Background: an optimization exercise with open tools, aiming at small area, a short achievable clock period and few clock cycles per item. Do not read the settings as production practice.
Only simulation tests tie the RTL to the original design; equivalence was not proved.

==> flow/design.v <==
module processing_element #(
    parameter DATA_WIDTH = 16,
    parameter ACCUM_WIDTH = 40
) (
    input clk,
    input reset,
    input clear,
    input pe_enable,
    input signed [DATA_WIDTH-1:0] data_in_a,
    input signed [DATA_WIDTH-1:0] data_in_b,
    output reg signed [DATA_WIDTH-1:0] data_out_a,
    output reg signed [DATA_WIDTH-1:0] data_out_b,
    output [ACCUM_WIDTH-1:0] accum_out
);
    reg signed [ACCUM_WIDTH-1:0] accum_reg;
    wire signed [(2*DATA_WIDTH)-1:0] product;
    assign product = data_in_a * data_in_b;
    always @(posedge clk or posedge reset) begin
        if (reset) begin
            accum_reg <= 0;
        end else if (clear) begin
            accum_reg <= 0;
        end else if (pe_enable) begin
            accum_reg <= accum_reg + product;
        end
    end
    always @(posedge clk) begin
        data_out_a <= data_in_a;
        data_out_b <= data_in_b;
    end
    assign accum_out = accum_reg;
endmodule
module systolic_array #(
    parameter N = 4,
    parameter DATA_WIDTH = 16,
    parameter ACCUM_WIDTH = 40
) (
    input clk,
    input reset,
    input clear,
    input pe_enable,
    input signed [N*DATA_WIDTH-1:0] array_in_a_flat,
    input signed [N*DATA_WIDTH-1:0] array_in_b_flat,
    output signed [N*N*ACCUM_WIDTH-1:0] result_c_flat
);
    wire signed [DATA_WIDTH-1:0] array_in_a [0:N-1];
    wire signed [DATA_WIDTH-1:0] array_in_b [0:N-1];
    wire signed [ACCUM_WIDTH-1:0] result_c [0:N-1][0:N-1];
    wire signed [DATA_WIDTH-1:0] a_wires [0:N-1][0:N];
    wire signed [DATA_WIDTH-1:0] b_wires [0:N][0:N-1];
    genvar i, j;
    generate
        for (i = 0; i < N; i = i + 1) begin : unpack_inputs
            assign array_in_a[i] = array_in_a_flat[(i+1)*DATA_WIDTH-1 -: DATA_WIDTH];
            assign array_in_b[i] = array_in_b_flat[(i+1)*DATA_WIDTH-1 -: DATA_WIDTH];
        end
        for (i = 0; i < N; i = i + 1) begin : pack_outputs_rows
            for (j = 0; j < N; j = j + 1) begin : pack_outputs_cols
                assign result_c_flat[((i*N+j)+1)*ACCUM_WIDTH-1 -: ACCUM_WIDTH] = result_c[i][j];
            end
        end
    endgenerate
    genvar k;
    for (k = 0; k < N; k = k + 1) begin : assign_inputs
        assign a_wires[k][0] = array_in_a[k];
        assign b_wires[0][k] = array_in_b[k];
    end
    genvar row, col;
    generate
        for (row = 0; row < N; row = row + 1) begin : pe_rows
            for (col = 0; col < N; col = col + 1) begin : pe_cols
                processing_element #(
                    .DATA_WIDTH(DATA_WIDTH),
                    .ACCUM_WIDTH(ACCUM_WIDTH)
                ) pe_inst (
                    .clk(clk),
                    .reset(reset),
                    .clear(clear),
                    .pe_enable(pe_enable),
                    .data_in_a(a_wires[row][col]),
                    .data_in_b(b_wires[row][col]),
                    .data_out_a(a_wires[row][col+1]),
                    .data_out_b(b_wires[row+1][col]),
                    .accum_out(result_c[row][col])
                );
            end
        end
    endgenerate
endmodule
module control_unit #(
    parameter N = 4
) (
    input clk,
    input reset,
    input start,
    output reg done,
    output reg load_enable,
    output reg pe_enable,
    output reg [31:0] cycle_counter
);
    localparam S_IDLE      = 3'b001;
    localparam S_LOADING   = 3'b010;
    localparam S_COMPUTING = 3'b100;
    reg [2:0] current_state, next_state;
    reg [31:0] counter;
    localparam LOADING_CYCLES = (2 * N) - 1;
    localparam COMPUTING_CYCLES = N;
    always @(*) begin
        next_state = current_state;
        case (current_state)
            S_IDLE:      if (start) next_state = S_LOADING;
            S_LOADING:   if (counter == LOADING_CYCLES - 1) next_state = S_COMPUTING;
            S_COMPUTING: if (counter == COMPUTING_CYCLES - 1) next_state = S_IDLE;
            default:     next_state = S_IDLE;
        endcase
    end
    always @(posedge clk or posedge reset) begin
        if (reset) begin
            current_state <= S_IDLE;
            counter <= 0;
        end else begin
            current_state <= next_state;
            if ((current_state == S_IDLE && next_state == S_LOADING) ||
                (current_state == S_LOADING && next_state == S_COMPUTING)) begin
                counter <= 0;
            end else begin
                counter <= counter + 1;
            end
        end
    end
    always @(*) begin
        load_enable   = (current_state == S_LOADING);
        pe_enable     = (current_state == S_LOADING || current_state == S_COMPUTING);
        done          = (current_state == S_COMPUTING && counter == COMPUTING_CYCLES - 1);
        cycle_counter = counter;
    end
endmodule
module top_level_accelerator #(
    parameter N = 4,
    parameter DATA_WIDTH = 16,
    parameter ACCUM_WIDTH = 40
) (
    input clk,
    input reset,
    input start,
    input load_a_b,
    input [7:0] write_addr,
    input signed [DATA_WIDTH-1:0] write_data_a,
    input signed [DATA_WIDTH-1:0] write_data_b,
    input [7:0] read_addr,
    output signed [ACCUM_WIDTH-1:0] read_data_c,
    output done
);
    reg signed [DATA_WIDTH-1:0] mem_a [0:N-1][0:N-1];
    reg signed [DATA_WIDTH-1:0] mem_b [0:N-1][0:N-1];
    wire signed [DATA_WIDTH-1:0] array_in_a [0:N-1];
    wire signed [DATA_WIDTH-1:0] array_in_b [0:N-1];
    wire signed [ACCUM_WIDTH-1:0] result_c [0:N-1][0:N-1];
    wire signed [N*DATA_WIDTH-1:0] array_in_a_flat;
    wire signed [N*DATA_WIDTH-1:0] array_in_b_flat;
    wire signed [N*N*ACCUM_WIDTH-1:0] result_c_flat;
    wire load_enable, pe_enable, pe_reset;
    wire [31:0] cycle_counter;
    control_unit #(.N(N)) ctrl_inst (
        .clk(clk),
        .reset(reset),
        .start(start),
        .done(done),
        .load_enable(load_enable),
        .pe_enable(pe_enable),
        .cycle_counter(cycle_counter)
    );
    assign pe_reset = reset;
    systolic_array #(.N(N), .DATA_WIDTH(DATA_WIDTH), .ACCUM_WIDTH(ACCUM_WIDTH)) sa_inst (
        .clk(clk), .reset(pe_reset), .clear(start), .pe_enable(pe_enable),
        .array_in_a_flat(array_in_a_flat),
        .array_in_b_flat(array_in_b_flat),
        .result_c_flat(result_c_flat)
    );
    always @(posedge clk) begin
        if (load_a_b) begin
            mem_a[write_addr / N][write_addr % N] <= write_data_a;
            mem_b[write_addr / N][write_addr % N] <= write_data_b;
        end
    end
    assign read_data_c = result_c[read_addr / N][read_addr % N];
    genvar row_s, col_s;
    generate
        for (row_s = 0; row_s < N; row_s = row_s + 1) begin : a_input_gen
            reg signed [DATA_WIDTH-1:0] a_input_reg;
            always @(posedge clk) begin
                if (load_enable && cycle_counter >= row_s && cycle_counter < (row_s + N))
                    a_input_reg <= mem_a[row_s][cycle_counter - row_s];
                else a_input_reg <= 0;
            end
            assign array_in_a[row_s] = a_input_reg;
        end
        for (col_s = 0; col_s < N; col_s = col_s + 1) begin : b_input_gen
            reg signed [DATA_WIDTH-1:0] b_input_reg;
             always @(posedge clk) begin
                if (load_enable && cycle_counter >= col_s && cycle_counter < (col_s + N))
                    b_input_reg <= mem_b[cycle_counter - col_s][col_s];
                else b_input_reg <= 0;
            end
            assign array_in_b[col_s] = b_input_reg;
        end
    endgenerate
    genvar i, j;
    generate
        for (i = 0; i < N; i = i + 1) begin : pack_inputs
            assign array_in_a_flat[(i+1)*DATA_WIDTH-1 -: DATA_WIDTH] = array_in_a[i];
            assign array_in_b_flat[(i+1)*DATA_WIDTH-1 -: DATA_WIDTH] = array_in_b[i];
        end
        for (i = 0; i < N; i = i + 1) begin : unpack_outputs_rows
            for (j = 0; j < N; j = j + 1) begin : unpack_outputs_cols
                assign result_c[i][j] = result_c_flat[((i*N+j)+1)*ACCUM_WIDTH-1 -: ACCUM_WIDTH];
            end
        end
    endgenerate
endmodule
==> flow/run.sh <==
#!/bin/bash
# synth_recipe.tcl (not shown) runs the flow's synth.tcl, then flattens the netlist and writes it again
# the make line also repeats each setting of config.mk as NAME=value (left out here)
make -C /OpenROAD-flow-scripts/flow DESIGN_CONFIG=/design/flow/config.mk WORK_HOME=/design/flow/orfs CLKGATE_MAP_FILE= SYNTH_SCRIPT=/design/flow/synth_recipe.tcl finish
==> flow/config.mk <==
export PLATFORM = sky130hd
export DESIGN_NAME = top_level_accelerator
export DESIGN_NICKNAME = top_level_accelerator
export VERILOG_FILES = /design/flow/design.v
export SDC_FILE = /design/flow/constraint.sdc
export NUM_CORES = 4
export LEC_CHECK = 0
export CAP_MARGIN = 20
export CORE_MARGIN = 2
export CORE_UTILIZATION = 40
export PLACE_DENSITY = 0.6
export SLEW_MARGIN = 20
==> flow/constraint.sdc <==
create_clock -name core_clock -period 10.0 [get_ports {clk}]
set_input_delay 2.0000 -clock core_clock [delete_from_list [all_inputs] [get_ports {clk}]]
set_output_delay 2.0000 -clock core_clock [all_outputs]
set_load 0.01 [all_outputs]
==> flow_summary_export.csv <==
group,metric,value,unit
cells_and_area,final_layout_size_suffix_gt1_frac,0.0412,
detailed_routing,wl_met2,362,mm
clock_tree,clock-sinks,1699,
power_and_ir_drop,switching_share,0.418,
grt,grt_max_degree,167,
setup_path,worst_setup_path_start_kind,"input pin",
clock_tree,cts_tree,"yes",
floorplanning,row_count,294,
cells_and_area,largest_reg_flops,640,
synth,ys.flop_type,"dfrtp_1",
floorplanning,dieWidth,805,um
clock_tree,post_cts_resized,0,
setup_path,critPathArrivalTime,6.33,ns
power_and_ir_drop,power.share.sequential,0.338,
clock_tree,cts_root_buf,"clkbuf_16",
placement,numPortBuffers,84,
synth,yosys-top-cells-area,"fa_1 (41%), inv_1 (9.6%), ha_1 (9.0%), dfrtp_1 (6.6%), edfxtp_1 (6.0%)",
setup_path,required,8.00,ns
synth,synth_seq_cells,1699,
synth,syn_inst,25693,
grt,grt_pass1_vias,191310,
placement,postPlaceCellArea,268000,um2
timing,slew_headroom,0.137,
clock_tree,cts_buffers,216,
detailed_routing,ant_nets,0,
detailed_routing,drt-total-wl,816,mm
grt,antenna_found_initial,93,
cells_and_area,regArea,42500,um2
cells_and_area,fin_nets,32614,
synth,yosysMostFrequentCell,"inv_1",
detailed_routing,vias_per_cell,5.18,
power_and_ir_drop,switchingPower,11.9,mW
grt,grt_first_pass_wirelength,1240,mm
detailed_routing,wl_met3,75.4,mm
floorplanning,core,640000,um2
detailed_routing,met1_length,330,mm
detailed_routing,wl_per_cell,23.8,um
power_and_ir_drop,fin_total_pwr,28.3,mW
min_path,hold_path.class,"reg -> reg",
floorplanning,start_util,0.401,
power_and_ir_drop,p_per_area,103,nW/um2
synth,synth-seq-area-share,0.166,
clock_tree,clockBufferDepth,4,
synth,synth_edf_count,512,
clock_tree,clock_latency,1.02,ns
synth,avgSynthCellArea,10.0,um2
synth,yosys.area.top_type,"fa_1",
cells_and_area,final_area,275000,um2
power_and_ir_drop,power.leakage,144,nW
timing,slew_viol_final,0,
timing,setup_violations,0,
timing,achievable-frequency,120,MHz
detailed_routing,first_pass_iters,10,
timing,period_needed,8.33,ns
floorplanning,die-area,649000,um2
placement,place_ws,1.76,ns
run_status,status,"complete, no violations",
synth,synth_cell_type_count,86,
synth,ys_top_cells_by_count,"inv_1 (6588), fa_1 (5280), nand2_1 (2774)",
clock_tree,ctsHtreeMaxLevel,4,
power_and_ir_drop,p_comb_frac,0.366,
detailed_routing,post-route-drc-count,0,
timing,fin_skew,0.108,ns
power_and_ir_drop,p_clk_frac,0.296,
grt,track_usage,0.257,
timing,rsz0062_at_grt,"no",
detailed_routing,drt_iter0_drc,12830,
placement,dp_hpwl,666,mm
setup_path,cp-end-kind,"output pin",
timing,period_share,0.833,
timing,tightest_slew,1.29,ns
clock_tree,postCtsSetupBuffers,0,
timing,final_hold_viol_count,0,
cells_and_area,synthToLayoutAreaGrowth,7.26,%
placement,gp_congestion,1.01,
synth,async_flop_share,0.397,
floorplanning,fp.dieH,805,um
detailed_routing,routed.top_layer,"met5",
synth,synth_nets,32872,
floorplanning,boundaryPins,93,
synth,syn_area,257000,um2
setup_path,path_max_fanout,28,
clock_tree,clkSlewWorstSetupHoldPaths,0.06,ns
flow_run,drv_cap,0,
grt,grt-ovfl-total,0,
setup_path,path_class,"in -> out",
timing,layout_setup_ws,1.67,ns
synth,synth_top_area_frac,0.412,
cells_and_area,multiInputGateArea,187000,um2
synth,ys_warn_count,4,
detailed_routing,vias,177539,
power_and_ir_drop,internal_power,16.5,mW
power_and_ir_drop,peakVddDrop,0.264,mV
clock_tree,cts_hold_buf,0,
cells_and_area,nFillCells,61376,
[final cells by class]
| type | instances | share of cell area |
|---|---|---|
| Multi-Input combinational cell | 16550 | 0.678 |
| Sequential cell | 1699 | 0.154 |
| Inverter | 6588 | 0.0898 |
| Tap cell | 8584 | 0.0390 |
| Clock buffer | 281 | 0.0221 |
| Timing Repair Buffer | 380 | 0.0116 |
| Clock inverter | 126 | 0.00506 |
| Antenna cell | 41 | 0.000372 |
[kinds of logic after synthesis]
family	after synthesis	synth area share
buf+inv	7444	0.109
fa+ha+maj	7127	0.501
simple gates	5837	0.109
compound gates	2580	0.0658
flops	1699	0.166
xor+xnor	696	0.0237
mux	310	0.0253
[metal layers]
layer / vias up / global-route usage
met1: 92872 / 0.338
li1: 77258 / -
met4: 10 / 0.118
met2: 6137 / 0.400
met3: 1262 / 0.0643
met5: - / 0
[worst max-delay path, cell delays in order]
cell and delay (ns):
clkdlybuf4s50_1 0.79, nand2_1 0.32, nor2_4 0.94, a22oi_1 0.57, nand4_1 0.25, o22a_1 0.73
clkdlybuf4s50_1 0.68
[power by group through the flow]
stage	Sequential [mW]	Combinational, mW	Clock, mW
floorplan	8.16	7.62	0
global placement	9.62	10.2	0
detailed placement	9.64	10.3	0
CTS	9.50	10.4	8.55
global route	9.59	11.4	8.78
finish	9.57	10.4	8.39
[layout by cell type, fill, tap and decap left out, drive strengths merged, types with 24 or more instances in the layout]
cell	netlist	layout
clkbuf	783	281
edfxtp	512	512
and2	1835	1835
a31oi	62	62
a211o	24	24
mux2i	37	37
nand3	117	117
clkinv	0	64
dfxtp	512	512
o21ai	737	737
nor2b	93	93
nor3	67	67
o31ai	50	50
o211ai	34	34
nor2	539	539
a221oi	48	48
a21oi	498	498
a22o	144	144
xnor2	402	402
nand4	107	107
mux4	271	271
ha	1847	1847
o22a	39	39
a21o	317	317
dfrtp	674	674
buf	73	297
xor2	294	294
diode	0	41
o21a	62	62
inv	6588	6619
nand2	2774	2774
clkdlybuf4s50	0	83
fa	5280	5280
nand2b	100	100
and3	110	110
a211oi	85	85
or3	26	26
a22oi	226	226
o21bai	102	102
[stage by stage]
step           setup TNS (ns)   util  hold WS [ns]  std cells
5_1_grt                     0  0.430         0.426      34211
2_1_floorplan         -830.01      -         0.351      25693
4_1_cts                     0  0.430         0.414      34208
3_3_place_gp                0  0.418         0.401      33801
6_report                    0  0.430         0.411      34249
3_5_place_dp                0  0.418         0.406      33801
[worst paths after layout]
| path | startpoint | endpoint | slack, ns | cells past startpoint |
|---|---|---|---|---|
| min in group asynchronous | reset | async pin | 1.47 | 2 |
| max | read_addr[2] | read_data_c[16] | 1.67 | 7 |
| max reg2reg | sa_inst.pe_rows[0].pe_cols[2].pe_inst.data_out_b[1] | flop | 1.97 | 23 |
| min | sa_inst.pe_rows[1].pe_cols[0].pe_inst.data_out_b[15] | sa_inst.pe_rows[2].pe_cols[0].pe_inst.data_out_b[15] | 0.41 | 0 |
| min reg2reg | sa_inst.pe_rows[1].pe_cols[0].pe_inst.data_out_b[15] | sa_inst.pe_rows[2].pe_cols[0].pe_inst.data_out_b[15] | 0.41 | 0 |
| max in group asynchronous | reset | ctrl_inst.counter[1] | 6.43 | 4 |
Testbench counts, summed over its fixed seeds: cycles 9,088, items 320.

-- static timing again, ports no longer ideal --
The flow's constraints put no driver on any port. The routed layout listed below was extracted and timed again, unchanged, in two steps. Step 1 sets driving cells, clkbuf_16 on the clock port and buf_2 on the other inputs (assumed; they add their load-dependent delay and slew). Step 2 adds t to the input delays and takes it off the output delays; t is the mean of the earliest and latest rising clock arrival at the registers after step 1. Input paths then give back, and output paths get back, about the clock's delay inside the block. Three values: ideal, step 1, step 2; two values: the first two.
t (ns): 1.085
setup WS [ns]: 1.668 / 1.335 / 1.335
worst setup path at the end: input to output
clock arrival spread, ns: 0.141 / 0.141
worst register clock-pin slew, ns: 0.08 / 0.08
After both steps this run still meets setup and hold. For this run, drivers alone change the setup slack by -0.333 ns; drivers and shift together by -0.333 ns.
